From an optimization exercise on the open Yosys and OpenROAD flow, aimed at small area, a short achievable clock period and few clock cycles per item; shortcuts taken in it are not production practice. Only simulation tests tie the RTL to the original design; equivalence was not proved. Power and IR drop assume default switching activity.

==> inputs of indigo <==
Design qr_decomp, start of the top module:
module qr_decomp #(parameter DATA_WIDTH=16, ADDR_WIDTH=4)(
input [DATA_WIDTH-1:0] A,
input clk,reset, start,
output a_ready,    
output q_valid,    
output done,       
output [DATA_WIDTH-1:0] q1out,
output [DATA_WIDTH-1:0] q2out,
output  [DATA_WIDTH-1:0] q3out
    );
export LEC_CHECK = 0
export CAP_MARGIN = 20
export CORE_MARGIN = 2
export CORE_UTILIZATION = 40
export SETUP_SLACK_MARGIN = 5
export SLEW_MARGIN = 20
create_clock -name core_clock -period 13.0 [get_ports {clk}]
run.sh (not shown) runs the stock make flow with config.mk's settings and CLKGATE_MAP_FILE= SYNTH_SCRIPT=/design/flow/synth_recipe.tcl, a recipe that flattens the netlist after the stock synthesis.
==> inputs of maple, as changes to indigo <==
--- a/flow/design.v
+++ b/flow/design.v
@@ -15,22 +15,22 @@
   wire [21:1] phn  = {ph[20:1], take0};    
   assign a_ready = take0 | ar;
   assign q_valid = qv;
   assign done    = dn;
   reg s_sqx, s_sqa, s_sqb, s_a2, s_b2, s_sa0, s_sa1, s_sa2, s_sb0, s_sb1, s_sb2;
-  reg s_x0, s_x1, s_x2, s_sacc, s_sen;
+  reg s_x0, s_x1, s_x2, s_sacc;
   reg b_x0, b_x1, b_x2, b_nx0, b_nx1, b_nx2, b_s, b_nacc;
-  reg b_rc, b_dot, b_q0, b_q1, b_q2, b_neg;
+  reg b_rc, b_q0, b_q1, b_q2, b_neg;
   reg c_a;                  
   reg d_a0, d_a1, d_a2, d_b0, d_b1, d_b2, d_e, d_m0, d_m1, d_m2, d_acc;
   always @(posedge clk) begin
     if (reset) begin
       ph <= 21'd0; ar <= 1'b0; qv <= 1'b0; dn <= 1'b0; o_q <= 1'b0; o_c <= 1'b0;
       {s_sqx, s_sqa, s_sqb, s_a2, s_b2, s_sa0, s_sa1, s_sa2, s_sb0, s_sb1, s_sb2} <= 11'd0;
-      {s_x0, s_x1, s_x2, s_sacc, s_sen} <= 5'd0;
+      {s_x0, s_x1, s_x2, s_sacc} <= 4'd0;
       {b_x0, b_x1, b_x2, b_nx0, b_nx1, b_nx2, b_s, b_nacc} <= 8'd0;
-      {b_rc, b_dot, b_q0, b_q1, b_q2, b_neg} <= 6'd0;
+      {b_rc, b_q0, b_q1, b_q2, b_neg} <= 5'd0;
       {d_a0, d_a1, d_a2, d_b0, d_b1, d_b2, d_e, d_m0, d_m1, d_m2, d_acc} <= 11'd0;
       c_a <= 1'b0;
     end else begin
       ph <= phn;
       if (take0) ar <= 1'b1;
@@ -48,21 +48,19 @@
       s_sqa <= phn[10] | phn[11] | phn[12];
       s_sa0 <= phn[10]; s_sa1 <= phn[11]; s_sa2 <= phn[12];
       s_sqb <= phn[18] | phn[19] | phn[20];
       s_sb0 <= phn[18]; s_sb1 <= phn[19]; s_sb2 <= phn[20];
       s_sacc <= ~(phn[1] | phn[4] | phn[7] | phn[10] | phn[18]);
-      s_sen <= (|phn[12:1]) | phn[18] | phn[19] | phn[20];
       b_x0  <= phn[4] | phn[14];
       b_x1  <= phn[5] | phn[15];
       b_x2  <= phn[6] | phn[16];
       b_nx0 <= phn[8] | phn[11];
       b_nx1 <= phn[9] | phn[12];
       b_nx2 <= phn[10] | phn[13];
       b_s   <= phn[7];
       b_nacc <= phn[17] | phn[18] | phn[19];
-      b_rc  <= phn[4] | phn[5] | phn[6] | phn[7] | phn[11] | phn[12] | phn[13];
-      b_dot <= phn[8] | phn[9] | phn[10];
+      b_rc  <= (|phn[13:4]);
       b_q0  <= phn[14] | phn[17];
       b_q1  <= phn[15] | phn[18];
       b_q2  <= phn[16] | phn[19];
       b_neg <= (|phn[13:8]) | phn[17] | phn[18] | phn[19];
       d_a0 <= phn[8];  d_a1 <= phn[9];  d_a2 <= phn[10];
@@ -77,11 +75,10 @@
   reg [7:0]  A0, A1, A2;         
   reg [7:0]  B0, B1, B2;         
   reg [15:0] Q0, Q1, Q2;         
   reg [15:0] S;                  
   reg [15:0] RC;                 
-  reg [15:0] DOT;                
   reg [23:0] ACC;                
   wire [15:0] cq0, cq1, cq2;
   assign q1out = o_q ? Q0 : o_c ? cq0 : X0;
   assign q2out = o_q ? Q1 : o_c ? cq1 : X1;
   assign q3out = o_q ? Q2 : o_c ? cq2 : X2;
@@ -145,11 +142,11 @@
                    ({16{s_sqa | s_sqb}} & {8'd0, sa});
   wire [15:0] snext = sa * sb + ({16{s_sacc}} & S);
   wire [15:0] ba = ({16{b_x0}} & X0) | ({16{b_x1}} & X1) | ({16{b_x2}} & X2) |
                    ({16{b_nx0}} & ~X0) | ({16{b_nx1}} & ~X1) | ({16{b_nx2}} & ~X2) |
                    ({16{b_s}} & S) | ({16{b_nacc}} & ~ACC[23:8]);
-  wire [15:0] bb = ({16{b_rc}} & RC) | ({16{b_dot}} & DOT) |
+  wire [15:0] bb = ({16{b_rc}} & RC) |
                    ({16{b_q0}} & Q0) | ({16{b_q1}} & Q1) | ({16{b_q2}} & Q2);
   wire [7:0]  av = ({8{d_a0}} & A0) | ({8{d_a1}} & A1) | ({8{d_a2}} & A2) |
                    ({8{d_b0}} & B0) | ({8{d_b1}} & B1) | ({8{d_b2}} & B2);
   wire [23:0] badd = ({24{d_e}} & {av, 16'h00ff}) |
                      ({24{d_m0}} & {X0, 8'hff}) | ({24{d_m1}} & {X1, 8'hff}) |
@@ -167,18 +164,18 @@
     if (a_ready) begin
       if (take0 | ph[1] | ph[2]) begin X2 <= A; X1 <= X2; X0 <= X1; end
       else if (ph[3] | ph[4] | ph[5]) begin A2 <= A[7:0]; A1 <= A2; A0 <= A1; end
       else begin B2 <= A[7:0]; B1 <= B2; B0 <= B1; end
     end
-    if (s_sen) S <= snext;
+    S <= snext;                
     if (ph[3])  RC <= rcval(band(snext));
     if (ph[10]) RC <= S;
     if (ph[12] | ph[20]) bandr <= band(snext);
     if (ph[4])  X0 <= br[15:0];
     if (ph[5])  X1 <= br[15:0];
     if (ph[6])  X2 <= br[15:0];
-    if (ph[7])  DOT <= br[15:0];
+    if (ph[7])  RC <= br[15:0];
     if (ph[8])  A0 <= br[23:16];
     if (ph[9])  A1 <= br[23:16];
     if (ph[10]) A2 <= br[23:16];
     if (ph[11]) X0 <= br[23:8];
     if (ph[12]) X1 <= br[23:8];
==> flow/config.mk (replaced) <==
export PLATFORM = sky130hd
export DESIGN_NAME = qr_decomp
export DESIGN_NICKNAME = qr_decomp
export VERILOG_FILES = /design/flow/design.v
export SDC_FILE = /design/flow/constraint.sdc
export NUM_CORES = 4
export LEC_CHECK = 0
export CAP_MARGIN = 40
export CORE_MARGIN = 2
export CORE_UTILIZATION = 65
export CTS_BUF_LIST = sky130_fd_sc_hd__clkbuf_8 sky130_fd_sc_hd__clkbuf_4
export PLACE_DENSITY = 0.85
export SETUP_SLACK_MARGIN = 5
export SLEW_MARGIN = 40
==> qor summary <==
                                                               maple      indigo
Worst voltage drop across the vdd grid                      0.141 mV   0.0980 mV
Storage cell area                                          6840 um^2   7530 um^2
HPWL after detailed placement                               83200 um    87000 um
Post-synth design cell area                               28600 um^2  29400 um^2
Required time of the worst setup path                       10.40 ns    13.35 ns
Total wirelength of the detailed-routed design             113000 um   118000 um
Clk pwr share                                                  32.8%       33.5%
Total of clock buffers placed in the layout                       68          39
Fraction of the mapped netlist area in adder cells             28.2%       27.4%
Clock latency on the worst-skew pair                         0.65 ns     0.60 ns
Combinational power share                                      25.4%       25.2%
Logic depth of the worst setup path including buffers             17          41
Number of buffers outside the clock class in the layout          219         263
Setup bufs post-CTS                                               52         101
Outcome                                     timing/DRC/antenna clean  timing/DRC/antenna clean
Synthesized-area fraction occupied by xor and xnor cells       3.31%       3.15%
Arrival @ worst endpoint                                     5.48 ns     8.56 ns
Testbench counts of indigo, summed over its fixed seeds: cycles 1,840, matrices 80.
Testbench counts of maple, summed over its fixed seeds: cycles 1,840, matrices 80.

afterwards: timing with drivers on the ports:
The flow's constraints put no driver on any port. The routed layouts listed below were extracted and timed again, unchanged, in two steps.
Step 1, drivers: a clkbuf_16 drives clk and a buf_2 each remaining input, both assumed.
Step 2 times the ports against the registers' clock, not the clock port: input delays grow and output delays shrink by t, the midpoint of the rising clock arrivals with the driver on.
a / b / c = ideal / step 1 / step 2; a / b = the first two.
| run | t, ns | setup WS [ns] | worst register clock-pin slew, ns |
|---|---|---|---|
| indigo | 0.652 | 4.794 / 4.794 / 4.794 | 0.07 / 0.07 |
| maple | 0.682 | 4.915 / 4.857 / 5.079 | 0.07 / 0.07 |
After both steps every run listed still meets setup and hold.
